This is an optimization exercise on Yosys and OpenROAD, whose aim is small area, a short achievable clock period and few clock cycles per item, not a production implementation. Function was checked by simulation only, so behaviour that the tests miss may differ from the original.

== red ==
==> flow/design.v (excerpt) <==
module GaussFilter #(parameter rows = 8, cols = 8, ksize = 3, data_width = 8) (
    input wire clk,
    input wire rst,
    input wire start,
    input wire [data_width*rows*cols-1:0] image_in,
    output wire [data_width*rows*cols-1:0] image_out,
    output reg image_out_valid,
    output reg done,
    input wire image_ready
);
    reg waiting;
    wire go = (start | waiting) & image_ready;
    always @(posedge clk or posedge rst) begin
        if (rst) begin
            waiting <= 1'b0;
            image_out_valid <= 1'b0;
            done <= 1'b0;
        end else begin
            waiting <= (start | waiting) & ~image_ready;
            image_out_valid <= go;
            done <= image_out_valid;
        end
    end
    wire sel = image_out_valid;
    function [7:0] px;
        input [511:0] img;
        input integer r, c;
        px = img[8*(8*r+c) +: 8];
    endfunction
    wire [7:0]  x   [0:3][0:7];
    wire [8:0]  pp  [0:3][0:7];
    wire [9:0]  v   [0:3][0:7];
    wire [10:0] q   [0:3][0:6];
    wire [7:0]  o   [0:3][0:7];
    reg  [7:0]  top [0:3][0:7];
    genvar u, c;
    generate
        for (u = 0; u < 4; u = u + 1) begin : g_row
            for (c = 0; c < 8; c = c + 1) begin : g_col
                assign x[u][c] = sel ? px(image_in, 7-u, c) : px(image_in, u, c);
                if (u < 3) begin : g_pp
                    rca #(8) a_pp (.a(x[u][c]), .b(x[u+1][c]), .s(pp[u][c]));
                end else begin : g_pp3
                    rca #(8) a_pp (.a(px(image_in, 3, c)), .b(px(image_in, 4, c)), .s(pp[u][c]));
                end
                if (u == 0) begin : g_v0
                    rca #(9) a_v (.a(pp[0][c]), .b(sel ? {x[0][c], 1'b0} : pp[0][c]), .s(v[u][c]));
                end else begin : g_v
                    rca #(9) a_v (.a(pp[u-1][c]), .b(pp[u][c]), .s(v[u][c]));
                end
                if (c < 7) begin : g_q
                    rca #(10) a_q (.a(v[u][c]), .b(v[u][c+1]), .s(q[u][c]));
                end
                if (c == 0) begin : g_h0
                    assign o[u][c] = q[u][0][10:3];
                end else if (c < 7) begin : g_h
  ...
Size in the first run: ~1900 cells after synthesis, ~260 flip-flops, roughly 1000 I/O pins, about 30000 um2 of cells after synthesis.
==> flow/config.mk <==
export PLATFORM = sky130hd
export DESIGN_NAME = GaussFilter
export DESIGN_NICKNAME = GaussFilter
export VERILOG_FILES = /design/flow/design.v
export SDC_FILE = /design/flow/constraint.sdc
export NUM_CORES = 4
export LEC_CHECK = 0
export CAP_MARGIN = 20
export CORE_AREA = 4 4 246 246
export CTS_BUF_LIST = sky130_fd_sc_hd__clkbuf_16
export CTS_CLUSTER_DIAMETER = 60
export CTS_CLUSTER_SIZE = 20
export DIE_AREA = 0 0 250 250
export GPL_TIMING_DRIVEN = 0
export PLACE_DENSITY = 0.7
export SLEW_MARGIN = 20
==> flow/constraint.sdc <==
create_clock -name core_clock -period 12.0 [get_ports {clk}]
set_input_delay 2.4000 -clock core_clock [delete_from_list [all_inputs] [get_ports {clk}]]
set_output_delay 2.4000 -clock core_clock [all_outputs]
set_load 0.01 [all_outputs]
standard.sh (not shown) runs the stock make flow with config.mk's settings and CLKGATE_MAP_FILE= SYNTH_SCRIPT=/design/flow/synth_recipe.tcl, a recipe that flattens the netlist after the stock synthesis.
==> flow/flow/run.sh <==
#!/bin/bash
# The standard layout with these changes:
#  1. synthesis (synth_recipe.tcl / ORFS synth.tcl otherwise unchanged):
#     - the RTL's one-bit adders (fa_bit, ha_bit) are mapped to the platform's
#       adder cells first, with the ripple carry on the fast CIN pin;
#     - after the coarse pass, any other full/half adders are extracted and
#       mapped, and 2-input multiplexers are mapped to mux2_1, before ABC;
#  2. every I/O port gets the smallest buffer (buf_1) instead of a delay buffer;
#  3. I/O pins may be placed one track apart.
set -euo pipefail
here=$(pwd)
python3 - "$FLOW_HOME/scripts/synth.tcl" "$here/synth_fa.tcl" "$here/flow/mux_map.v" "$here/flow/cell_map.v" <<'PY'
import sys
src = open(sys.argv[1]).read()
anchor = "  synth -flatten -run :fine {*}$synth_full_args\n"
assert src.count(anchor) == 1, "anchor not found in synth.tcl"
src = src.replace(anchor, anchor +
    "  techmap\n  opt -fast\n  extract_fa\n"
    "  techmap -map $::env(ADDER_MAP_FILE)\n"
    "  techmap -map " + sys.argv[3] + "\n  opt_clean\n")
anchor = "hierarchy -check -top $::env(DESIGN_NAME)\n"
assert src.count(anchor) == 1, "hierarchy anchor not found in synth.tcl"
src = src.replace(anchor, anchor + "techmap -map " + sys.argv[4] + "\n")
open(sys.argv[2], "w").write(src)
PY
grep -q 'source $::env(SCRIPTS_DIR)/synth.tcl' synth_recipe.tcl
sed "s#source \$::env(SCRIPTS_DIR)/synth.tcl#source $here/synth_fa.tcl#" synth_recipe.tcl > synth_recipe_fa.tcl
grep -q "SYNTH_SCRIPT=$here/synth_recipe.tcl" standard.sh
sed "s#SYNTH_SCRIPT=$here/synth_recipe.tcl#SYNTH_SCRIPT=$here/synth_recipe_fa.tcl#" standard.sh > standard_fa.sh
export BUFFER_PORTS_ARGS="-buffer_cell sky130_fd_sc_hd__buf_1"
# I/O pins may sit one routing track apart (ORFS default: two), so the pin
# count no longer sets the die size.
export PLACE_PINS_ARGS="-min_distance 1 -min_distance_in_tracks"
bash standard_fa.sh > standard.log 2>&1
Other scripts of this flow, unchanged in this note and not shown: flow/flow/cell_map.v, flow/flow/mux_map.v
Testbench counts of red, summed over its fixed seeds: cycles 120, frames 64.
[inputs] blue vs red
- CTS_CLUSTER_SIZE no longer set, was 20
- CTS_BUF_LIST now sky130_fd_sc_hd__clkbuf_4, was sky130_fd_sc_hd__clkbuf_16
- DIE_AREA now 0 0 352 352, was 0 0 250 250
- CORE_AREA now 4 4 348 348, was 4 4 246 246
- PLACE_DENSITY now 0.6, was 0.7
- CTS_CLUSTER_DIAMETER no longer set, was 60
--- a/flow/flow/run.sh
+++ b/flow/flow/run.sh
@@ -8,2 +8 @@
-#  2. every I/O port gets the smallest buffer (buf_1) instead of a delay buffer;
-#  3. I/O pins may be placed one track apart.
+#  2. every I/O port gets the smallest buffer (buf_1) instead of a delay buffer.
@@ -31,3 +29,0 @@
-# I/O pins may sit one routing track apart (ORFS default: two), so the pin
-# count no longer sets the die size.
-export PLACE_PINS_ARGS="-min_distance 1 -min_distance_in_tracks"
==> comparison <==
NOTE design area red->blue increased by a few percent. Relative to red, wire length has increased by 31% in blue. There was hardly any difference in number of antenna-violating nets in the routed design between blue and red. red leaves more setup margin than blue.
--- input diff blue..green ---
- CTS_BUF_LIST: sky130_fd_sc_hd__clkbuf_4 -> sky130_fd_sc_hd__clkbuf_8
==> comparison <==
- green: no failed stages, no open violations at the end
- In green relative to blue, area of all placed cells without fillers had gone down slightly.
- Routed wire length (green vs. blue) decreases slightly
- blue -> green: met1 usage in global routing flat
- Buffering overhead: green vs blue down 0.37 points
- Source of the critical timing path = image_in[392]: green; source of the critical timing path = image_in[168]: blue
- Number of standard cells in the final layout excluding fillers in green is about 1.2% lower than in blue
- NOTE: transition time at the pin with the least slew margin in green falls short of that of blue
Input-level comparison between orange and green:
- a change of DIE_AREA from 0 0 352 352 to 0 0 250 250
- a change of PLACE_DENSITY from 0.6 to 0.7
- a change of CORE_AREA from 4 4 348 348 to 4 4 246 246
--- a/flow/flow/run.sh
+++ b/flow/flow/run.sh
@@ -8 +8,2 @@
-#  2. every I/O port gets the smallest buffer (buf_1) instead of a delay buffer.
+#  2. every I/O port gets the smallest buffer (buf_1) instead of a delay buffer;
+#  3. I/O pins may be placed one track apart.
@@ -29,0 +31,3 @@
+# I/O pins may sit one routing track apart (ORFS default: two), so the pin
+# count no longer sets the die size.
+export PLACE_PINS_ARGS="-min_distance 1 -min_distance_in_tracks"
==> comparison <==
Going from green to orange, wire length of the first global-routing pass shrank by more than 10%. orange went all the way through the flow, and no timing, DRC or antenna check failed. orange vs. green: number of standard cells in the final layout excluding fillers lost 17%, multi-input gate area in the final layout went down, chip height down 29%. Going from green to orange, non-clock buffer count shrank slightly. Delta (orange minus green): cell area shrank by about 3.5%, area of the die shrank by 50%.


GaussFilter, a different RTL version from the one above (not shown whole).
Size: about 260 flip-flops, about 1000 I/O pins.
==> flow/config.mk <==
export PLATFORM = sky130hd
export DESIGN_NAME = GaussFilter
export DESIGN_NICKNAME = GaussFilter
export VERILOG_FILES = /design/flow/design.v
export SDC_FILE = /design/flow/constraint.sdc
export NUM_CORES = 4
export LEC_CHECK = 0
export CAP_MARGIN = 5
export CORE_AREA = 4 4 356 356
export DIE_AREA = 0 0 360 360
export GPL_TIMING_DRIVEN = 0
export PLACE_DENSITY = 0.6
export SLEW_MARGIN = 5
==> flow/constraint.sdc <==
create_clock -name core_clock -period 12.0 [get_ports {clk}]
set_input_delay 2.4000 -clock core_clock [delete_from_list [all_inputs] [get_ports {clk}]]
set_output_delay 2.4000 -clock core_clock [all_outputs]
set_load 0.01 [all_outputs]
==> flow/flow/run.sh <==
#!/bin/bash
# The standard layout with two changes:
#  1. synthesis maps the RTL's explicit full/half adders to the platform's
#     adder cells right after the coarse pass, before ABC restructures them
#     (otherwise ABC's re-encoding leaves an inverter on most adder pins);
#     everything else is synth_recipe.tcl / ORFS synth.tcl unchanged;
#     2-input multiplexers are mapped to mux2_1 at the same point, so ABC
#     does not turn the input-select muxes into wide, upsized cells;
#  2. every I/O port gets the smallest buffer (buf_1) instead of a delay buffer.
set -euo pipefail
here=$(pwd)
python3 - "$FLOW_HOME/scripts/synth.tcl" "$here/synth_fa.tcl" "$here/flow/mux_map.v" <<'PY'
import sys
src = open(sys.argv[1]).read()
anchor = "  synth -flatten -run :fine {*}$synth_full_args\n"
assert src.count(anchor) == 1, "anchor not found in synth.tcl"
src = src.replace(anchor, anchor +
    "  techmap\n  opt -fast\n  extract_fa\n"
    "  techmap -map $::env(ADDER_MAP_FILE)\n"
    "  techmap -map " + sys.argv[3] + "\n  opt_clean\n")
open(sys.argv[2], "w").write(src)
PY
grep -q 'source $::env(SCRIPTS_DIR)/synth.tcl' synth_recipe.tcl
sed "s#source \$::env(SCRIPTS_DIR)/synth.tcl#source $here/synth_fa.tcl#" synth_recipe.tcl > synth_recipe_fa.tcl
grep -q "SYNTH_SCRIPT=$here/synth_recipe.tcl" standard.sh
sed "s#SYNTH_SCRIPT=$here/synth_recipe.tcl#SYNTH_SCRIPT=$here/synth_recipe_fa.tcl#" standard.sh > standard_fa.sh
export BUFFER_PORTS_ARGS="-buffer_cell sky130_fd_sc_hd__buf_1"
bash standard_fa.sh > standard.log 2>&1
==> flow/flow/mux_map.v <==
module \$_MUX_ (A, B, S, Y);
    input A, B, S;
    output Y;
    sky130_fd_sc_hd__mux2_1 _TECHMAP_REPLACE_ (.A0(A), .A1(B), .S(S), .X(Y));
endmodule
Testbench counts at the start, summed over its fixed seeds: cycles 120, frames 64.
Next try:
==> flow/flow/run.sh (replaced) <==
#!/bin/bash
set -e
export BUFFER_PORTS_ARGS="-buffer_cell sky130_fd_sc_hd__buf_1"
bash standard.sh > standard.log 2>&1
- CAP_MARGIN: 5 -> 20
- CORE_AREA: 4 4 356 356 -> not set
- CORE_MARGIN: not set -> 2
- CORE_UTILIZATION: not set -> 55
- DIE_AREA: 0 0 360 360 -> not set
- GPL_TIMING_DRIVEN: 0 -> not set
- PLACE_DENSITY: 0.6 -> 0.7
- SLEW_MARGIN: 5 -> 20
removed: flow/flow/mux_map.v
After rerunning: The changed run never finished: it broke off in I/O pin placement, error PPL-0024. Synthesized cell count rises by 50%. Synthesized area rises by 7.5%.
Next try:
==> flow/flow/run.sh (replaced) <==
#!/bin/bash
# The standard layout with two changes:
#  1. synthesis maps the RTL's explicit full/half adders to the platform's
#     adder cells right after the coarse pass, before ABC restructures them
#     (otherwise ABC's re-encoding leaves an inverter on most adder pins);
#     everything else is synth_recipe.tcl / ORFS synth.tcl unchanged;
#  2. every I/O port gets the smallest buffer (buf_1) instead of a delay buffer.
set -euo pipefail
here=$(pwd)
python3 - "$FLOW_HOME/scripts/synth.tcl" "$here/synth_fa.tcl" <<'PY'
import sys
src = open(sys.argv[1]).read()
anchor = "  synth -flatten -run :fine {*}$synth_full_args\n"
assert src.count(anchor) == 1, "anchor not found in synth.tcl"
src = src.replace(anchor, anchor +
    "  techmap\n  opt -fast\n  extract_fa\n"
    "  techmap -map $::env(ADDER_MAP_FILE)\n  opt_clean\n")
open(sys.argv[2], "w").write(src)
PY
grep -q 'source $::env(SCRIPTS_DIR)/synth.tcl' synth_recipe.tcl
sed "s#source \$::env(SCRIPTS_DIR)/synth.tcl#source $here/synth_fa.tcl#" synth_recipe.tcl > synth_recipe_fa.tcl
grep -q "SYNTH_SCRIPT=$here/synth_recipe.tcl" standard.sh
sed "s#SYNTH_SCRIPT=$here/synth_recipe.tcl#SYNTH_SCRIPT=$here/synth_recipe_fa.tcl#" standard.sh > standard_fa.sh
export BUFFER_PORTS_ARGS="-buffer_cell sky130_fd_sc_hd__buf_1"
bash standard_fa.sh > standard.log 2>&1
- CORE_AREA: not set -> 4 4 616 96
- CORE_MARGIN: 2 -> not set
- CORE_UTILIZATION: 55 -> not set
- CTS_BUF_LIST: not set -> sky130_fd_sc_hd__clkbuf_4
- DIE_AREA: not set -> 0 0 620 100
- PLACE_DENSITY: 0.7 -> 0.75
Outcome:
- The changed run died in global routing on GRT-0116
- synthesized cell count drops by a quarter to a third
- area after synthesis decreases by a few percent
Next try:
==> flow/flow/run.sh (replaced) <==
#!/bin/bash
set -e
export BUFFER_PORTS_ARGS="-buffer_cell sky130_fd_sc_hd__buf_1"
bash standard.sh > standard.log 2>&1
- CORE_AREA: 4 4 616 96 -> 4 4 356 356
- CTS_BUF_LIST: sky130_fd_sc_hd__clkbuf_4 -> not set
- DIE_AREA: 0 0 620 100 -> 0 0 360 360
- PLACE_DENSITY: 0.75 -> 0.6
- SETUP_SLACK_MARGIN: not set -> 1.5
What happened: The changed run finished clean. Area after synthesis went up by 4.7%. Synthesized cell count went up by 34%.

==> what the ideal ports hide <==
Ports are ideal in the flow. The routed layouts listed here were re-timed in OpenROAD.
Step 1: set_driving_cell puts a clkbuf_16 on clk and a buf_2 on each other input, an assumption about the parent block.
Step 2 adds t to the input delays and takes it off the output delays; t is the mean of the earliest and latest rising clock arrival at the registers after step 1. Input paths then give back, and output paths get back, about the clock's delay inside the block.
Three values: no drivers, after step 1, after step 2; two values: the first two.
| run | shift t [ns] | setup WS [ns] | hold WS [ns] | pins driven straight from the clock port |
|---|---|---|---|---|
| red | 0.657 | 0.159 / 0.129 / 0.129 | 0.520 / 0.520 / 0.520 | 1 |
| blue | 1.016 | 0.129 / 0.105 / 0.105 | 0.496 / 0.496 / 0.496 | 1 |
| green | 0.771 | 0.113 / 0.091 / 0.091 | 0.494 / 0.494 / 0.494 | 1 |
| orange | 0.695 | 0.128 / 0.099 / 0.099 | 0.492 / 0.492 / 0.492 | 1 |
| the first run of note 2 | 0.668 | 0.086 / 0.058 / 0.058 | 0.507 / 0.507 / 0.507 | 1 |
| the fourth run of note 2 | 0.677 | 0.355 / 0.335 / 0.335 | 0.488 / 0.488 / 0.488 | 1 |
After both steps setup and hold are still met in every run listed. For red, which loses most, drivers alone change the setup slack by -0.030 ns; drivers and shift together by -0.030 ns.
